Source: an optimization exercise on an open RTL-to-GDS flow (aim: small area and a short achievable clock period). Production flows keep margins and buffers that such runs may drop.
In this exercise RTL edits were held to simulation tests only and were not proved equivalent to the original.

### design/flow/run.sh
#!/bin/bash
# synth_recipe.tcl (not shown) runs the flow's synth.tcl, then flattens the netlist and writes it again
# the make line also repeats each setting of config.mk as NAME=value (left out here)
make -C /OpenROAD-flow-scripts/flow DESIGN_CONFIG=/design/flow/config.mk WORK_HOME=/design/flow/orfs CLKGATE_MAP_FILE= SYNTH_SCRIPT=/design/flow/synth_recipe.tcl finish
### design/flow/config.mk
export PLATFORM = sky130hd
export DESIGN_NAME = qrs_top
export DESIGN_NICKNAME = qrs_top
export VERILOG_FILES = /design/flow/design.v
export SDC_FILE = /design/flow/constraint.sdc
export NUM_CORES = 4
export LEC_CHECK = 0
export CAP_MARGIN = 20
export CORE_MARGIN = 2
export CORE_UTILIZATION = 40
export SLEW_MARGIN = 20
### design/flow/constraint.sdc
create_clock -name core_clock -period 36.0 [get_ports {clk}]
set_input_delay 7.2000 -clock core_clock [delete_from_list [all_inputs] [get_ports {clk}]]
set_output_delay 7.2000 -clock core_clock [all_outputs]
set_load 0.01 [all_outputs]
### design/flow/design.v
`timescale 1ns/1ps
module fir_lpf (
    input clk,                      
    input reset,                    
    input enable,                    
    input signed [31:0] out_ecg,     
    output reg signed [31:0] filtered_ecg  
);
    parameter signed [31:0] COEF0 = 32'h00000800;  
    parameter signed [31:0] COEF1 = 32'h00001800;  
    parameter signed [31:0] COEF2 = 32'h00002800;  
    parameter signed [31:0] COEF3 = 32'h00003800;  
    parameter signed [31:0] COEF4 = COEF3;  
    parameter signed [31:0] COEF5 = COEF2;  
    reg signed [31:0] delay_line [5:0];
    wire signed [31:0] prod0, prod1, prod2, prod3, prod4, prod5;
    assign prod0 = (delay_line[0] >>> 5);  
    assign prod1 = (delay_line[1] >>> 4) + (delay_line[1] >>> 6);  
    assign prod2 = (delay_line[2] >>> 3) + (delay_line[2] >>> 6);  
    assign prod3 = (delay_line[3] >>> 2) + (delay_line[3] >>> 6);  
    assign prod4 = prod3;  
    assign prod5 = prod2;  
    always @(posedge clk or posedge reset) begin
        if (reset) begin
            delay_line[0] <= 32'b0;
            delay_line[1] <= 32'b0;
            delay_line[2] <= 32'b0;
            delay_line[3] <= 32'b0;
            delay_line[4] <= 32'b0;
            delay_line[5] <= 32'b0;
            filtered_ecg <= 32'b0;
        end else if (enable) begin
            delay_line[5] <= delay_line[4];
            delay_line[4] <= delay_line[3];
            delay_line[3] <= delay_line[2];
            delay_line[2] <= delay_line[1];
            delay_line[1] <= delay_line[0];
            delay_line[0] <= out_ecg;
            filtered_ecg <= prod0 + prod1 + prod2 + prod3 + prod4 + prod5;
        end
    end
endmodule
`timescale 1ns / 1ps
module wavelet_decomposer (
    input clk,               
    input rst,               
    input [31:0] filtered_ecg,  
    output reg [15:0] D1,    
    output reg [15:0] D2,    
    output reg [15:0] D3,    
    output reg [15:0] D4     
);
    parameter signed [15:0] H0 = 16'sd125,    
                            H1 = 16'sd475,    
                            H2 = 16'sd475,    
                            H3 = 16'sd125;    
    parameter signed [15:0] G0 = -16'sd125,   
                            G1 = 16'sd475,    
                            G2 = -16'sd475,   
                            G3 = 16'sd125;    
    reg signed [31:0] temp_L, temp_H;   
    reg [15:0] D1_n, D2_n, D3_n, D4_n;  
    always @(*) begin
        begin
            temp_L = (H0 * filtered_ecg[31:16]) + (H1 * filtered_ecg[15:0]) +
                     (H2 * filtered_ecg[31:16]) + (H3 * filtered_ecg[15:0]);
            temp_H = (G0 * filtered_ecg[31:16]) + (G1 * filtered_ecg[15:0]) +
                     (G2 * filtered_ecg[31:16]) + (G3 * filtered_ecg[15:0]);
            D1_n = temp_H[31:16];   
            temp_L = (H0 * temp_L[31:16]) + (H1 * temp_L[15:0]) +
                     (H2 * temp_L[31:16]) + (H3 * temp_L[15:0]);
            temp_H = (G0 * temp_L[31:16]) + (G1 * temp_L[15:0]) +
                     (G2 * temp_L[31:16]) + (G3 * temp_L[15:0]);
            D2_n = temp_H[31:16];
            temp_L = (H0 * temp_L[31:16]) + (H1 * temp_L[15:0]) +
                     (H2 * temp_L[31:16]) + (H3 * temp_L[15:0]);
            temp_H = (G0 * temp_L[31:16]) + (G1 * temp_L[15:0]) +
                     (G2 * temp_L[31:16]) + (G3 * temp_L[15:0]);
            D3_n = temp_H[31:16];
            temp_L = (H0 * temp_L[31:16]) + (H1 * temp_L[15:0]) +
                     (H2 * temp_L[31:16]) + (H3 * temp_L[15:0]);
            temp_H = (G0 * temp_L[31:16]) + (G1 * temp_L[15:0]) +
                     (G2 * temp_L[31:16]) + (G3 * temp_L[15:0]);
            D4_n = temp_H[31:16];
        end
    end
    always @(posedge clk or posedge rst) begin
        if (rst) begin
            D1 <= 16'd0;
            D2 <= 16'd0;
            D3 <= 16'd0;
            D4 <= 16'd0;
        end else begin
            D1 <= D1_n;
            D2 <= D2_n;
            D3 <= D3_n;
            D4 <= D4_n;
        end
    end
endmodule
`timescale 1ns / 1ps
module noise_detector (
    input wire clk,                 
    input wire reset,               
    input wire [15:0] D1,           
    input wire [15:0] Tn,           
    output reg Select               
);
    reg [15:0] accumulator_reg;     
    reg [3:0] count;                
    reg comparator_result;          
    always @(posedge clk or posedge reset) begin
        if (reset) begin
            accumulator_reg <= 16'b0;
            count <= 4'b0;
            comparator_result <= 0;
            Select <= 0;  
        end else begin
            if (D1 > Tn) begin
                comparator_result <= 1;
            end else begin
                comparator_result <= 0;
            end
            if (comparator_result) begin
                accumulator_reg <= accumulator_reg + 1;
            end
            if (accumulator_reg >= 3) begin
                count <= count + 1;
                accumulator_reg <= 16'b0;  
            end
            if (count >= 9) begin
                Select <= 1;   
            end else begin
                Select <= 0;   
            end
        end
    end
endmodule
module SignalMultiplier (
    input [15:0] D1,
    input [15:0] D2,
    input [15:0] D3,
    input [15:0] D4,
    input Select,
    output [31:0] MPavg
);
    reg [31:0] product;
    always @(*) begin
        if (Select)
            product = D3 * D4;   
        else
            product = D1 * D2;   
    end
    assign MPavg = (Select) ? (3 * product) >> 3 : (9 * product) >> 3;
endmodule
module AdaptiveThreshold (
    input [15:0] Vt1, Vt2, Vt3, Vt4,   
    input [31:0] MPavg,                
    output reg Out                     
);
    reg [15:0] lambda1, lambda2, lambda3;
    reg [15:0] mean_vt;
    reg MPavg_2_found;  
    always @(*) begin
        MPavg_2_found = (MPavg > 32'd500);  
        mean_vt = (Vt1 + Vt2 + Vt3 + Vt4) >> 2;   
        lambda1 = mean_vt + 16'd8;                
        lambda2 = (lambda1 * 5) >> 2;             
        lambda3 = MPavg_2_found ? (lambda1 * 3) >> 1 : (2 * Vt1 - lambda1);
        Out = (MPavg > lambda3);   
    end
endmodule
module qrs_top (
    input         clk,
    input         rst,
    input         enable,
    input  [31:0] ecg_in,
    input  [15:0] Tn,
    input  [15:0] Vt1,
    input  [15:0] Vt2,
    input  [15:0] Vt3,
    input  [15:0] Vt4,
    output [15:0] D1,
    output [15:0] D2,
    output [15:0] D3,
    output [15:0] D4,
    output        Select,
    output [31:0] MPavg,
    output        FinalOut
);
    wire signed [31:0] filtered_ecg;
    fir_lpf lpf (
        .clk(clk),
        .reset(rst),
        .enable(enable),
        .out_ecg(ecg_in),
        .filtered_ecg(filtered_ecg)
    );
    wavelet_decomposer wavelet (
        .clk(clk),
        .rst(rst),
        .filtered_ecg(filtered_ecg),
        .D1(D1),
        .D2(D2),
        .D3(D3),
        .D4(D4)
    );
    noise_detector noise (
        .clk(clk),
        .reset(rst),
        .D1(D1),
        .Tn(Tn),
        .Select(Select)
    );
    SignalMultiplier signal (
        .D1(D1),
        .D2(D2),
        .D3(D3),
        .D4(D4),
        .Select(Select),
        .MPavg(MPavg)
    );
    AdaptiveThreshold adaptive (
        .Vt1(Vt1),
        .Vt2(Vt2),
        .Vt3(Vt3),
        .Vt4(Vt4),
        .MPavg(MPavg),
        .Out(FinalOut)
    );
endmodule
==> results_dict.tcl <==
set metrics [dict create \
    post-dp-hpwl_um 259000 \
    cpMaxStageDelayCell "fa_1" \
    syn_area_um2 112000 \
    worstRegToRegCells 144 \
    layout.area.seq_um2 5740 \
    multiInputGateArea_um2 94600 \
    whs_endpoint "noise.count[3]" \
    synth-simple-area-share_pct 7.86 \
    drv_slew 0 \
    max_freq_ghz 0.0290 \
    path_common_cell "fa_1" \
    clock_skew_ps 47.5 \
    synthAdderAreaFrac_pct 59.7 \
    synth_top_area_cell "fa_1" \
    synth_xor_area_share_pct 5.56 \
    dr.pass1.iters 6 \
    grtUsageTotal_pct 20.6 \
    final_nets 17000 \
    crit_start "lpf.filtered_ecg[1]" \
    yosysWarningCount 6 \
    setup_viol 0 \
    ys.flop_type "dfrtp_1" \
    cts_tree "built" \
    synthArstFlopShare_pct 100 \
    area_growth_pct 12.1 \
    path_clk_slew_ps 80 \
    ys_top_cells_by_count "3,239 x inv_1, 2,062 x ha_1, 2,046 x fa_1" \
    grt-ovfl-total 0 \
    cts_inserted_buffers 34 \
    antenna_found_initial 3 \
    placedCellCount 16400 \
    top_register "lpf.delay_line" \
    outcome "finished clean" \
    wire_per_inst_um 17.6 \
    synth_compound_area_share_pct 8.85 \
    maxCapViolCount 0 \
    synth_top_area_share_pct 36.6 \
    post-route-drc-count 0 \
    tns_ps 0 \
    die_w_um 533 \
    min_from "noise.count[3]" \
    stdcell_count 16500 \
    dieArea_um2 284000 \
    synthMuxAreaShare_pct 1.59 \
    worstMarginPinSlew_ps 1220 \
    timing.rr.end "wavelet.D4[3]" \
    cts.htree.levels 2 \
    core_area_um2 279000 \
    clk_latency_ps 650 \
    ys_seq_elements 229 \
    num-fill-cells 27100 \
    slew_headroom_pct 17.8 \
    holdPathStages 1 \
    postRouteAntennaNets 0 \
    fin_crit_ps 34530 \
    synth_top_family_by_area "adder cells" \
    placement.io_buffers 198 \
    synth_area_leaders "fa_1 37%, ha_1 23%, inv_1 11%, dfrtp_1 5.1%, xnor2_1 3.6%" \
    hold_violations 0 \
    critPathArrivalTime_ps 35100 \
    cts_root_buffer "clkbuf_16" \
    drive_gt1_share_pct 8.70 \
    synth.avg_cell_area_um2 9.39 \
    wl_um 290000 \
    die_y_um 533 \
    fin_util_pct 45.0 \
    setup.worst_path.start_class "register" \
    crit_type "reg -> reg" \
    seq_area_frac_synth_pct 5.12 \
    drtIter0Drc 4190 \
    grt_max_degree 109 \
    num_io_pins 213 \
    yosysMostFrequentCell "inv_1" \
    largest_reg_flops 120 \
    synthCells 11900 \
    period_share_pct 95.9 \
    grt_pass1_wl_um 464000 \
    placementRows 194 \
    reg2reg_slack_ps 1470 \
    min_path_type "reg -> reg" \
    cpPeakStageDelay_ps 620 \
    grt_pass1_vias 84000 \
    required_ps 36570 \
    hold_buffers 0 \
    cts_max_path_buffers 3 \
    start_util_pct 40.1 \
    netlist-cell-type-count 85 \
    vias 80500 \
    crit_path_end_kind "register" \
    gp_congestion 0.941 \
    timing.rr.start "lpf.filtered_ecg[1]" \
    synth_edf_count 0 \
    critPathMaxFanout 6 \
    reg_top3 "lpf.delay_line: 120 flops, lpf.filtered_ecg: 32 flops" \
    routed_via_density 4.88 \
    clock_sink_count 229 \
]
[routing by layer]
metal  global-route usage [%]  up-vias  share of wire [%]
li1                         -    39000                  -
met1                     30.2    39900                 49
met2                     33.1     1361                 45
met3                     2.27      230                4.3
met4                     3.79        0                1.9
met5                        0        -                  0
[worst max-delay path, delay by kind of cell (launching register included)]
kind / cells / cell delay (ps)
buffers and inverters: 40 / 3910
XOR/XNOR: 6 / 1340
AND/OR/NAND/NOR: 16 / 2310
flip-flops: 1 / 410
multiplexers: 1 / 320
AO/OA/AOI/OAI: 35 / 6470
adder cells (fa/ha/maj): 46 / 19620
[area by class of cell]
class                           instances  share of cell area (%)
Sequential cell                       229                    4.57
Timing Repair Buffer                  880                    5.70
Clock buffer                           38                   0.714
Multi-Input combinational cell       8363                    75.4
Tap cell                             3724                    3.71
Inverter                             3242                    9.71
Antenna cell                            1                 0.00200
Clock inverter                         23                   0.200
[how the worst max path moves through the flow]
stage	endpoint	slack, ps	cells after the start
final	wavelet.D4[3]	1470	144
after floorplan	wavelet.D4[10]	480	143
after detailed placement	wavelet.D4[10]	-210	144
after global placement	wavelet.D4[10]	-150	145
after CTS	wavelet.D4[10]	20	151
after global routing	wavelet.D4[3]	-140	149
[placed cells by master, fill, tap and decap left out, types with 38 or more instances in the layout]
cell	instances
or2_2	46
xnor2_1	423
and3_1	58
mux2_2	121
mux2i_1	38
or3_1	38
inv_1	3230
nor2b_1	82
o21a_1	80
o21ai_0	273
nor2_1	373
clkdlybuf4s50_1	197
a31oi_1	42
dfrtp_1	225
a21oi_1	460
xor2_1	245
ha_1	2045
conb_1	42
fa_1	2043
nand2b_1	97
o21bai_1	102
a21o_1	202
nand3_1	136
nand2_1	465
buf_4	678
and2_1	213
nor3_1	159
[through the flow]
stage               hold WS, ps  instance area, um2  setup WS [ps]
finish                      472              125000           1470
global route                500              125000           -143
floorplan                   439              112000            476
detailed placement          463              123000           -207
global placement            458              123000           -146
CTS                         474              124000           19.0
[kinds of logic after synthesis]
kind of cell             after synthesis
adder cells (fa/ha/maj)             4108
buffers and inverters               3364
flip-flops                           229
AND/OR/NAND/NOR                     1789
other                                  2
multiplexers                         162
XOR/XNOR                             710
AO/OA/AOI/OAI                       1552
[what timing repair did]
action / in CTS / in global routing
hold endpoints to repair: 0 / 0
endpoints found under the setup margin: 11 / 13
gates resized for setup: 12 / 199
pin swaps: 0 / 81
setup buffers: 0 / 27

static timing again, ports no longer ideal:
The results above use ideal ports. As a check the final layout listed here was re-extracted and re-timed, cells and wires unchanged. Step 1 assumes that a clkbuf_16 drives the clock port and a buf_2 every other input. Step 2 adds t to the input delays and takes it off the output delays; t is the mean of the earliest and latest rising clock arrival at the registers after step 1. Input paths then give back, and output paths get back, about the clock's delay inside the block. Three values: no drivers, after step 1, after step 2; two values: the first two.
shift t [ns]: 0.695
setup slack, ns: 1.465 / 1.465 / 1.465
worst setup path after step 2: register to register
After both steps this run still meets setup and hold. For this run, drivers alone change the setup slack by 0.000 ns; drivers and shift together by 0.000 ns.
